From an optimization exercise on the open Yosys and OpenROAD flow, aimed at small area and a short achievable clock period; shortcuts taken in it are not production practice.
RTL that was checked went through simulation tests only; none was proved equivalent to the original.
Power and IR drop assume default switching activity.

## job 7309
## pipelined_regfile_2stage
module pipelined_regfile_2stage(clk, rst, imem_addr, imem_data, dmem_addr, dmem_wdata, dmem_we, dmem_re, dmem_rdata, wb_en, wb_addr, wb_data);
Size in the first run: roughly 2,000 cells after synthesis, roughly 110 I/O pins.
==> module pipelined_regfile_2stage, before the edit <==
module pipelined_regfile_2stage(clk, rst, imem_addr, imem_data, dmem_addr, dmem_wdata, dmem_we, dmem_re, dmem_rdata, wb_en, wb_addr, wb_data);
input clk;
input rst;
output [15:0] imem_addr;
input  [15:0] imem_data;
output [15:0] dmem_addr;
output [15:0] dmem_wdata;
output dmem_we;
output dmem_re;
input  [15:0] dmem_rdata;
output wb_en;
output [3:0] wb_addr;
output [15:0] wb_data;
reg  [15:0] pc;
wire [15:0] inst = imem_data;
wire [3:0]  op = inst[15:12];
wire        regdst = (op == 4'b1001) | (op == 4'b1010);
wire        jump = (op == 4'b1011) | (op == 4'b1101);
wire        jr = (op == 4'b1100);
wire [15:0] rdata1, rdata2;
wire [15:0] sel_rs = 16'd1 << inst[7:4];
wire [15:0] sel_rd = 16'd1 << inst[11:8];
wire [15:0] sel_rt = 16'd1 << inst[3:0];
wire        shl = (op == 4'b0100);
wire [15:0] sel2 = regdst ? sel_rd : shl ? 16'd0 : sel_rt;
wire [15:0] pow2 = (shl & ~inst[3]) ? (16'd1 << inst[2:0]) : 16'd0;
reg         wb_wen;
reg  [3:0]  wb_rd;
reg  [15:0] wb_val;
regfile RF0 (.clk(clk), .rst(rst), .wen(wb_wen), .rsel1(sel_rs), .rsel2(sel2), .inj2(pow2),
             .waddr(wb_rd), .wdata(wb_val), .rdata1(rdata1), .rdata2(rdata2));
reg         ex_v;
reg  [3:0]  ex_op, ex_imm, ex_rd;
reg  [15:0] ex_a, ex_b, ex_pc;
always @(posedge clk) begin
  ex_v   <= ~rst;
  ex_op  <= op;
  ex_imm <= inst[3:0];
  ex_rd  <= (op == 4'b1101) ? 4'd15 : inst[11:8];
  ex_a   <= rdata1;
  ex_b   <= rdata2;
  ex_pc  <= pc;
end
wire [15:0] ex_out, ex_aux;
wire        ex_cin, zero;
alu ALU0 (.a(ex_a), .b(ex_b), .pc(ex_pc), .op(ex_op), .imm(ex_imm),
          .out(ex_out), .aux(ex_aux), .cin(ex_cin), .zero(zero));
wire taken = ex_v & (ex_op == 4'b1010) & zero;
wire [15:0] btarget = ex_pc + {{12{ex_imm[3]}}, ex_imm};
wire [15:0] pc_next = jr ? rdata1 :
                      jump ? {pc[15:12], inst[11:0]} :
                      taken ? btarget : pc + 16'd1;
always @(posedge clk)
  pc <= rst ? 16'd0 : pc_next;
assign imem_addr = pc;
reg         mem_wen, mem_re, mem_we;
reg         mem_cin, mem_com, mem_eq;
reg  [3:0]  mem_rd;
reg  [15:0] mem_res, mem_aux;
always @(posedge clk) begin
  mem_wen <= ~rst & ex_v & ((ex_op <= 4'b1000) | (ex_op == 4'b1101));
  mem_re  <= ~rst & ex_v & (ex_op == 4'b1000);
  mem_we  <= ~rst & ex_v & (ex_op == 4'b1001);
  mem_cin <= ex_cin;
  mem_com <= (ex_op == 4'b0110);
  mem_eq  <= zero;
  mem_rd  <= ex_rd;
  mem_res <= ex_out;
  mem_aux <= ex_aux;
end
assign dmem_addr  = mem_res;
assign dmem_wdata = mem_aux;
assign dmem_we    = mem_we;
assign dmem_re    = mem_re;
wire [16:0] sum17 = {1'b0, mem_res} + {1'b0, mem_aux} + {16'd0, mem_cin};
wire        le = ~sum17[16] | mem_eq;
wire [15:0] sum = mem_com ? {15'd0, le} : sum17[15:0];
wire [15:0] mem_val = mem_re ? dmem_rdata : sum;
always @(posedge clk) begin
  wb_wen <= ~rst & mem_wen;
  wb_rd  <= mem_rd;
  wb_val <= mem_val;
end
assign wb_en   = wb_wen;
assign wb_addr = wb_rd;
assign wb_data = wb_val;
endmodule
export LEC_CHECK = 0
export CAP_MARGIN = 20
export CORE_MARGIN = 2
export CORE_UTILIZATION = 60
export CTS_CLUSTER_DIAMETER = 60
export CTS_CLUSTER_SIZE = 20
export SETUP_SLACK_MARGIN = 3.9
export SLEW_MARGIN = 20
export SYNTH_HIERARCHICAL = 1
create_clock -name core_clock -period 7.0 [get_ports {clk}]
standard.sh (not shown) runs the stock make flow with config.mk's settings and CLKGATE_MAP_FILE= SYNTH_SCRIPT=/design/flow/synth_recipe.tcl, a recipe that flattens the netlist after the stock synthesis.
==> flow/flow/run.sh <==
#!/bin/bash
# The standard layout (standard.sh, unchanged synthesis and steps), with
# plain buffers instead of delay cells on the ports. make's full output goes
# to standard.log here; each step's own log is under orfs/logs/.
set -euo pipefail
export BUFFER_PORTS_ARGS="-buffer_cell sky130_fd_sc_hd__buf_2"
bash standard.sh > standard.log 2>&1
> inputs changed (job 7309 -> job 9745)
-- flow/design.v --
<<< job 7309, line 504
wire [15:0] inst = imem_data;
wire [3:0]  op = inst[15:12];
wire        regdst = (op == 4'b1001) | (op == 4'b1010);
wire        jump = (op == 4'b1011) | (op == 4'b1101);
wire        jr = (op == 4'b1100);
wire [15:0] rdata1, rdata2;
wire [15:0] sel_rs = 16'd1 << inst[7:4];
wire [15:0] sel_rd = 16'd1 << inst[11:8];
wire [15:0] sel_rt = 16'd1 << inst[3:0];
wire        shl = (op == 4'b0100);
wire [15:0] sel2 = regdst ? sel_rd : shl ? 16'd0 : sel_rt;
wire [15:0] pow2 = (shl & ~inst[3]) ? (16'd1 << inst[2:0]) : 16'd0;
reg         wb_wen;
reg  [3:0]  wb_rd;
>>> job 9745, line 504
wire [15:0] inst = imem_data;
wire [3:0]  op = inst[15:12];
wire        jump = (op == 4'b1011) | (op == 4'b1101);
wire        jr = (op == 4'b1100);
wire [15:0] rdata1, rdata2;
wire [15:0] sel_rs, sel2, pow2;
read_select RS (.inst(inst), .sel1(sel_rs), .sel2(sel2), .pow2(pow2));
reg         wb_wen;
reg  [3:0]  wb_rd;
<<< job 7309, line 575
assign wb_data = wb_val;
endmodule
>>> job 9745, line 570
assign wb_data = wb_val;
endmodule
module read_select (
  input  [15:0] inst,
  output [15:0] sel1,
  output [15:0] sel2,
  output [15:0] pow2
);
  wire [3:0]  op = inst[15:12];
  wire        regdst = (op == 4'b1001) | (op == 4'b1010);
  wire        shl = (op == 4'b0100);
  wire [15:0] sel_rd = 16'd1 << inst[11:8];
  wire [15:0] sel_rt = 16'd1 << inst[3:0];
  assign sel1 = 16'd1 << inst[7:4];
  assign sel2 = ({16{regdst}} & sel_rd) | ({16{~regdst & ~shl}} & sel_rt);
  assign pow2 = (shl & ~inst[3]) ? (16'd1 << inst[2:0]) : 16'd0;
endmodule
--- outcome ---
As far as net count of the finished layout is concerned, job 9745 and job 7309 perform about the same. Changes observed in job 9745 relative to job 7309: max capacitance violation total neither gained nor lost much; routed wire length picked up an extra 610 um. Density: job 9745 denser than job 7309. The final critical-path share of the clock period number comes out higher for job 7309 vs job 9745. Between job 7309 and job 9745, the global-route wire length before repair figures differ only marginally. Job 9745 went all the way through the flow, and no timing, DRC or antenna check failed. On number of buffers and inverters on the critical path, job 9745 and job 7309 are basically level. Setup slack: job 9745 more than job 7309. Across both runs, ratio of routed vias to standard cells was higher for job 9745 than for job 7309. Diff job 7309 -> job 9745 | shortest period the worst path allows | decrease of 0.018 ns. Taking job 7309 as the reference point, the placed wire-length estimate of job 9745 rises by about 0.5%.
No functional check of the RTL was part of job 9745.


blue:
Another version of the RTL of pipelined_regfile_2stage (not shown whole).
For scale: ~2100 cells after synthesis, ~110 I/O pins.
Design pipelined_regfile_2stage, start of the top module:
module pipelined_regfile_2stage(clk, rst, imem_addr, imem_data, dmem_addr, dmem_wdata, dmem_we, dmem_re, dmem_rdata, wb_en, wb_addr, wb_data);
input clk;
input rst;
output [15:0] imem_addr;
input  [15:0] imem_data;
output [15:0] dmem_addr;
output [15:0] dmem_wdata;
output dmem_we;
output dmem_re;
input  [15:0] dmem_rdata;
output wb_en;
output [3:0] wb_addr;
output [15:0] wb_data;
reg  [15:0] pc;
wire [15:0] inst = imem_data;
wire [3:0]  op = inst[15:12];
wire        regdst = (op == 4'b1001) | (op == 4'b1010);
wire        jump = (op == 4'b1011) | (op == 4'b1101);
wire        jr = (op == 4'b1100);
wire [15:0] rdata1, rdata2;
wire [15:0] sel_rs = 16'd1 << inst[7:4];
wire [15:0] sel_rd = 16'd1 << inst[11:8];
wire [15:0] sel_rt = 16'd1 << inst[3:0];
wire        shl = (op == 4'b0100);
wire [15:0] sel2 = regdst ? sel_rd : shl ? 16'd0 : sel_rt;
wire [15:0] pow2 = (shl & ~inst[3]) ? (16'd1 << inst[2:0]) : 16'd0;
reg         wb_wen;
reg  [3:0]  wb_rd;
reg  [15:0] wb_val;
regfile RF0 (.clk(clk), .rst(rst), .wen(wb_wen), .rsel1(sel_rs), .rsel2(sel2), .inj2(pow2),
             .waddr(wb_rd), .wdata(wb_val), .rdata1(rdata1), .rdata2(rdata2));
reg         ex_v;
reg  [3:0]  ex_op, ex_imm, ex_rd;
reg  [15:0] ex_a, ex_b, ex_pc;
always @(posedge clk) begin
  ex_v   <= ~rst;
  ex_op  <= op;
  ex_imm <= inst[3:0];
  ex_rd  <= (op == 4'b1101) ? 4'd15 : inst[11:8];
  ex_a   <= rdata1;
  ex_b   <= rdata2;
  ex_pc  <= pc;
end
wire [15:0] ex_out, ex_aux, ex_x2, ex_x3;
wire        ex_cin, zero;
alu ALU0 (.a(ex_a), .b(ex_b), .pc(ex_pc), .op(ex_op), .imm(ex_imm),
  ...
==> module alu, before the edit <==
module alu (
  input  [15:0] a,       
  input  [15:0] b,       
  input  [15:0] pc,      
  input  [3:0]  op,
  input  [3:0]  imm,
  output [15:0] out,
  output [15:0] aux,
  output [15:0] x2,      
  output [15:0] x3,
  output        cin,
  output        zero     
);
  wire [15:0] sext = {{12{imm[3]}}, imm};
  wire [15:0] addr = a + sext;
  assign zero = (a == b);
  wire        le = (a <= b);
  wire [15:0] shr = imm[3] ? 16'd0 : a >> imm[2:0];
  wire [15:0] ms, mc, m2, m3;
  mul_csa M (.a(a), .b(b), .v0(ms), .v1(mc), .v2(m2), .v3(m3));
  wire sel_a   = (op == 4'b0000) | (op == 4'b0001);
  wire sel_and = (op == 4'b0010);
  wire sel_xor = (op == 4'b0011);
  wire sel_shr = (op == 4'b0101);
  wire sel_com = (op == 4'b0110);
  wire sel_mul = (op == 4'b0111) | (op == 4'b0100);
  wire sel_lw  = (op == 4'b1000);
  wire sel_sw  = (op == 4'b1001);
  wire sel_adr = sel_lw | sel_sw;
  wire sel_pc  = (op == 4'b1101);
  wire sub     = (op == 4'b0001);
  assign out = ({16{sel_a}}   & a)
             | ({16{sel_and}} & (a & b))
             | ({16{sel_xor}} & (a ^ b))
             | ({16{sel_shr}} & shr)
             | {15'd0, sel_com & le}
             | ({16{sel_mul}} & ms)
             | ({16{sel_adr}} & addr)
             | ({16{sel_pc}}  & pc);
  assign aux = sel_mul ? mc : ({16{sel_a | sel_adr}} & (b ^ {16{sub}}));
  assign x2 = {16{sel_mul}} & m2;
  assign x3 = {16{sel_mul}} & m3;
  assign cin = sub;
endmodule
==> module regfile, before the edit <==
module regfile (
  input              clk,
  input              rst,
  input              wen,
  input  [15:0]      rsel1,     
  input  [15:0]      rsel2,
  input  [15:0]      inj2,      
  input  [3:0]       waddr,
  input  [15:0]      wdata,
  output [15:0]      rdata1,
  output [15:0]      rdata2
);
  reg [15:0] regdata [0:15];
  reg rst_q;
  always @(posedge clk) rst_q <= rst;
  wire [15:0] wd = rst_q ? 16'd0 : wdata;
  genvar i;
  generate
    for (i = 0; i < 16; i = i + 1) begin : r
      wire we = rst_q | (wen & (waddr == i));
      always @(posedge clk)
        if (we) regdata[i] <= (i == 1) ? (wd | {13'd0, rst_q, 1'b0, rst_q}) : wd;
    end
  endgenerate
  reg [15:0] rd1, rd2;
  integer k;
  always @(*) begin
    rd1 = 16'd0;
    rd2 = inj2;
    for (k = 0; k < 16; k = k + 1) begin
      rd1 = rd1 | ({16{rsel1[k]}} & regdata[k]);
      rd2 = rd2 | ({16{rsel2[k]}} & regdata[k]);
    end
  end
  assign rdata1 = rd1;
  assign rdata2 = rd2;
endmodule
==> module pipelined_regfile_2stage, before the edit <==
module pipelined_regfile_2stage(clk, rst, imem_addr, imem_data, dmem_addr, dmem_wdata, dmem_we, dmem_re, dmem_rdata, wb_en, wb_addr, wb_data);
input clk;
input rst;
output [15:0] imem_addr;
input  [15:0] imem_data;
output [15:0] dmem_addr;
output [15:0] dmem_wdata;
output dmem_we;
output dmem_re;
input  [15:0] dmem_rdata;
output wb_en;
output [3:0] wb_addr;
output [15:0] wb_data;
reg  [15:0] pc;
wire [15:0] inst = imem_data;
wire [3:0]  op = inst[15:12];
wire        regdst = (op == 4'b1001) | (op == 4'b1010);
wire        jump = (op == 4'b1011) | (op == 4'b1101);
wire        jr = (op == 4'b1100);
wire [15:0] rdata1, rdata2;
wire [15:0] sel_rs = 16'd1 << inst[7:4];
wire [15:0] sel_rd = 16'd1 << inst[11:8];
wire [15:0] sel_rt = 16'd1 << inst[3:0];
wire        shl = (op == 4'b0100);
wire [15:0] sel2 = regdst ? sel_rd : shl ? 16'd0 : sel_rt;
wire [15:0] pow2 = (shl & ~inst[3]) ? (16'd1 << inst[2:0]) : 16'd0;
reg         wb_wen;
reg  [3:0]  wb_rd;
reg  [15:0] wb_val;
regfile RF0 (.clk(clk), .rst(rst), .wen(wb_wen), .rsel1(sel_rs), .rsel2(sel2), .inj2(pow2),
             .waddr(wb_rd), .wdata(wb_val), .rdata1(rdata1), .rdata2(rdata2));
reg         ex_v;
reg  [3:0]  ex_op, ex_imm, ex_rd;
reg  [15:0] ex_a, ex_b, ex_pc;
always @(posedge clk) begin
  ex_v   <= ~rst;
  ex_op  <= op;
  ex_imm <= inst[3:0];
  ex_rd  <= (op == 4'b1101) ? 4'd15 : inst[11:8];
  ex_a   <= rdata1;
  ex_b   <= rdata2;
  ex_pc  <= pc;
end
wire [15:0] ex_out, ex_aux, ex_x2, ex_x3;
wire        ex_cin, zero;
alu ALU0 (.a(ex_a), .b(ex_b), .pc(ex_pc), .op(ex_op), .imm(ex_imm),
          .out(ex_out), .aux(ex_aux), .x2(ex_x2), .x3(ex_x3), .cin(ex_cin), .zero(zero));
wire taken = ex_v & (ex_op == 4'b1010) & zero;
wire [15:0] btarget = ex_pc + {{12{ex_imm[3]}}, ex_imm};
wire [15:0] pc_next = jr ? rdata1 :
                      jump ? {pc[15:12], inst[11:0]} :
                      taken ? btarget : pc + 16'd1;
always @(posedge clk)
  pc <= rst ? 16'd0 : pc_next;
assign imem_addr = pc;
reg         mem_wen, mem_re, mem_we;
reg         mem_cin;
reg  [3:0]  mem_rd;
reg  [15:0] mem_res, mem_aux, mem_x2, mem_x3;
always @(posedge clk) begin
  mem_wen <= ~rst & ex_v & ((ex_op <= 4'b1000) | (ex_op == 4'b1101));
  mem_re  <= ~rst & ex_v & (ex_op == 4'b1000);
  mem_we  <= ~rst & ex_v & (ex_op == 4'b1001);
  mem_cin <= ex_cin;
  mem_rd  <= ex_rd;
  mem_res <= ex_out;
  mem_aux <= ex_aux;
  mem_x2  <= ex_x2 & 16'hfffc;    
  mem_x3  <= ex_x3 & 16'hfff8;
end
assign dmem_addr  = mem_res;
assign dmem_wdata = mem_aux;
assign dmem_we    = mem_we;
assign dmem_re    = mem_re;
wire [15:0] sum;
mem_add ADD0 (.v0(mem_res), .v1(mem_aux), .v2(mem_x2), .v3(mem_x3), .cin(mem_cin),
              .sum(sum));
wire [15:0] mem_val = mem_re ? dmem_rdata : sum;
always @(posedge clk) begin
  wb_wen <= ~rst & mem_wen;
  wb_rd  <= mem_rd;
  wb_val <= mem_val;
end
assign wb_en   = wb_wen;
assign wb_addr = wb_rd;
assign wb_data = wb_val;
endmodule
==> flow/config.mk <==
export PLATFORM = sky130hd
export DESIGN_NAME = pipelined_regfile_2stage
export DESIGN_NICKNAME = pipelined_regfile_2stage
export VERILOG_FILES = /design/flow/design.v
export SDC_FILE = /design/flow/constraint.sdc
export NUM_CORES = 4
export LEC_CHECK = 0
export CAP_MARGIN = 20
export CORE_MARGIN = 2
export CORE_UTILIZATION = 60
export CTS_CLUSTER_DIAMETER = 60
export CTS_CLUSTER_SIZE = 20
export SETUP_SLACK_MARGIN = 3.9
export SLEW_MARGIN = 20
export SYNTH_HIERARCHICAL = 1
==> flow/constraint.sdc <==
create_clock -name core_clock -period 7.0 [get_ports {clk}]
set_input_delay 1.4000 -clock core_clock [delete_from_list [all_inputs] [get_ports {clk}]]
set_output_delay 1.4000 -clock core_clock [all_outputs]
set_load 0.01 [all_outputs]
Scripts as last shown in full above: flow/flow/run.sh
blue: no failed stages, no open violations at the end
The inputs of green differ from those of blue as listed below.
--- a/flow/design.v
+++ b/flow/design.v
@@ -14,29 +14,32 @@
   output        zero     
 );
   wire [15:0] sext = {{12{imm[3]}}, imm};
   wire [15:0] addr = a + sext;
   assign zero = (a == b);
   wire        le = (a <= b);
+  wire [15:0] shl = imm[3] ? 16'd0 : a << imm[2:0];
   wire [15:0] shr = imm[3] ? 16'd0 : a >> imm[2:0];
   wire [15:0] ms, mc, m2, m3;
   mul_csa M (.a(a), .b(b), .v0(ms), .v1(mc), .v2(m2), .v3(m3));
   wire sel_a   = (op == 4'b0000) | (op == 4'b0001);
   wire sel_and = (op == 4'b0010);
   wire sel_xor = (op == 4'b0011);
+  wire sel_shl = (op == 4'b0100);
   wire sel_shr = (op == 4'b0101);
   wire sel_com = (op == 4'b0110);
-  wire sel_mul = (op == 4'b0111) | (op == 4'b0100);
+  wire sel_mul = (op == 4'b0111);
   wire sel_lw  = (op == 4'b1000);
   wire sel_sw  = (op == 4'b1001);
   wire sel_adr = sel_lw | sel_sw;
   wire sel_pc  = (op == 4'b1101);
   wire sub     = (op == 4'b0001);
   assign out = ({16{sel_a}}   & a)
              | ({16{sel_and}} & (a & b))
              | ({16{sel_xor}} & (a ^ b))
+             | ({16{sel_shl}} & shl)
              | ({16{sel_shr}} & shr)
              | {15'd0, sel_com & le}
              | ({16{sel_mul}} & ms)
              | ({16{sel_adr}} & addr)
              | ({16{sel_pc}}  & pc);
   assign aux = sel_mul ? mc : ({16{sel_a | sel_adr}} & (b ^ {16{sub}}));
@@ -353,13 +356,12 @@
 module regfile (
   input              clk,
   input              rst,
   input              wen,
   input  [15:0]      rsel1,     
   input  [15:0]      rsel2,
-  input  [15:0]      inj2,      
   input  [3:0]       waddr,
   input  [15:0]      wdata,
   output [15:0]      rdata1,
   output [15:0]      rdata2
 );
   reg [15:0] regdata [0:15];
@@ -375,13 +377,13 @@
     end
   endgenerate
   reg [15:0] rd1, rd2;
   integer k;
   always @(*) begin
     rd1 = 16'd0;
-    rd2 = inj2;
+    rd2 = 16'd0;
     for (k = 0; k < 16; k = k + 1) begin
       rd1 = rd1 | ({16{rsel1[k]}} & regdata[k]);
       rd2 = rd2 | ({16{rsel2[k]}} & regdata[k]);
     end
   end
   assign rdata1 = rd1;
@@ -409,19 +411,17 @@
 wire        jump = (op == 4'b1011) | (op == 4'b1101);
 wire        jr = (op == 4'b1100);
 wire [15:0] rdata1, rdata2;
 wire [15:0] sel_rs = 16'd1 << inst[7:4];
 wire [15:0] sel_rd = 16'd1 << inst[11:8];
 wire [15:0] sel_rt = 16'd1 << inst[3:0];
-wire        shl = (op == 4'b0100);
-wire [15:0] sel2 = regdst ? sel_rd : shl ? 16'd0 : sel_rt;
-wire [15:0] pow2 = (shl & ~inst[3]) ? (16'd1 << inst[2:0]) : 16'd0;
+wire [15:0] sel2 = regdst ? sel_rd : sel_rt;
 reg         wb_wen;
 reg  [3:0]  wb_rd;
 reg  [15:0] wb_val;
-regfile RF0 (.clk(clk), .rst(rst), .wen(wb_wen), .rsel1(sel_rs), .rsel2(sel2), .inj2(pow2),
+regfile RF0 (.clk(clk), .rst(rst), .wen(wb_wen), .rsel1(sel_rs), .rsel2(sel2),
              .waddr(wb_rd), .wdata(wb_val), .rdata1(rdata1), .rdata2(rdata2));
 reg         ex_v;
 reg  [3:0]  ex_op, ex_imm, ex_rd;
 reg  [15:0] ex_a, ex_b, ex_pc;
 always @(posedge clk) begin
   ex_v   <= ~rst;
@@ -453,14 +453,14 @@
   mem_re  <= ~rst & ex_v & (ex_op == 4'b1000);
   mem_we  <= ~rst & ex_v & (ex_op == 4'b1001);
   mem_cin <= ex_cin;
   mem_rd  <= ex_rd;
   mem_res <= ex_out;
   mem_aux <= ex_aux;
-  mem_x2  <= ex_x2 & 16'hfffc;    
-  mem_x3  <= ex_x3 & 16'hfff8;
+  mem_x2  <= ex_x2;
+  mem_x3  <= ex_x3;
 end
 assign dmem_addr  = mem_res;
 assign dmem_wdata = mem_aux;
 assign dmem_we    = mem_we;
 assign dmem_re    = mem_re;
 wire [15:0] sum;
- Diff blue -> green | relative contribution of the clock network to total power | increase of 0.6 points
- Taking blue as the reference, in green worst slew margin relative to its limit went down by 0.56 points, synthesized cell count has decreased, count of inserted tapcells went up by 1.4%.
- Lower count of placed standard cells in the final layout, fillers left out was reported by green, not blue.

## re-timing with driven ports
Ports are ideal in the flow. The routed layouts listed here were re-timed in OpenROAD.
Step 1, drivers: a clkbuf_16 drives clk and a buf_2 each remaining input, both assumed.
Step 2 moves the port delays by t, midway between the first and last clock arrival at a register: inputs arrive t later, outputs are due t later. That takes back most of the time a late clock gives input paths.
Three values: ideal ports, drivers, drivers and shift; two values: the first two.
run | t (ns) | setup slack, ns | hold slack, ns | clock arrival spread, ns | worst data-port slew with drivers (ns)
job 7309 | 0.675 | 3.897 / 3.928 / 3.253 | 0.334 / 0.334 / 0.334 | 0.017 / 0.016 | 0.05
job 9745 | 0.668 | 3.915 / 3.956 / 3.288 | 0.331 / 0.331 / 0.331 | 0.022 / 0.022 | 0.05
blue | 0.632 | 3.948 / 3.985 / 3.353 | 0.333 / 0.333 / 0.333 | 0.039 / 0.040 | 0.06
green | 0.627 | 3.948 / 3.953 / 3.342 | 0.328 / 0.328 / 0.328 | 0.030 / 0.029 | 0.04
After both steps setup and hold are still met in every run listed. The setup slack of job 7309, which loses most, moves by +0.031 ns with the drivers and by -0.644 ns with both steps.
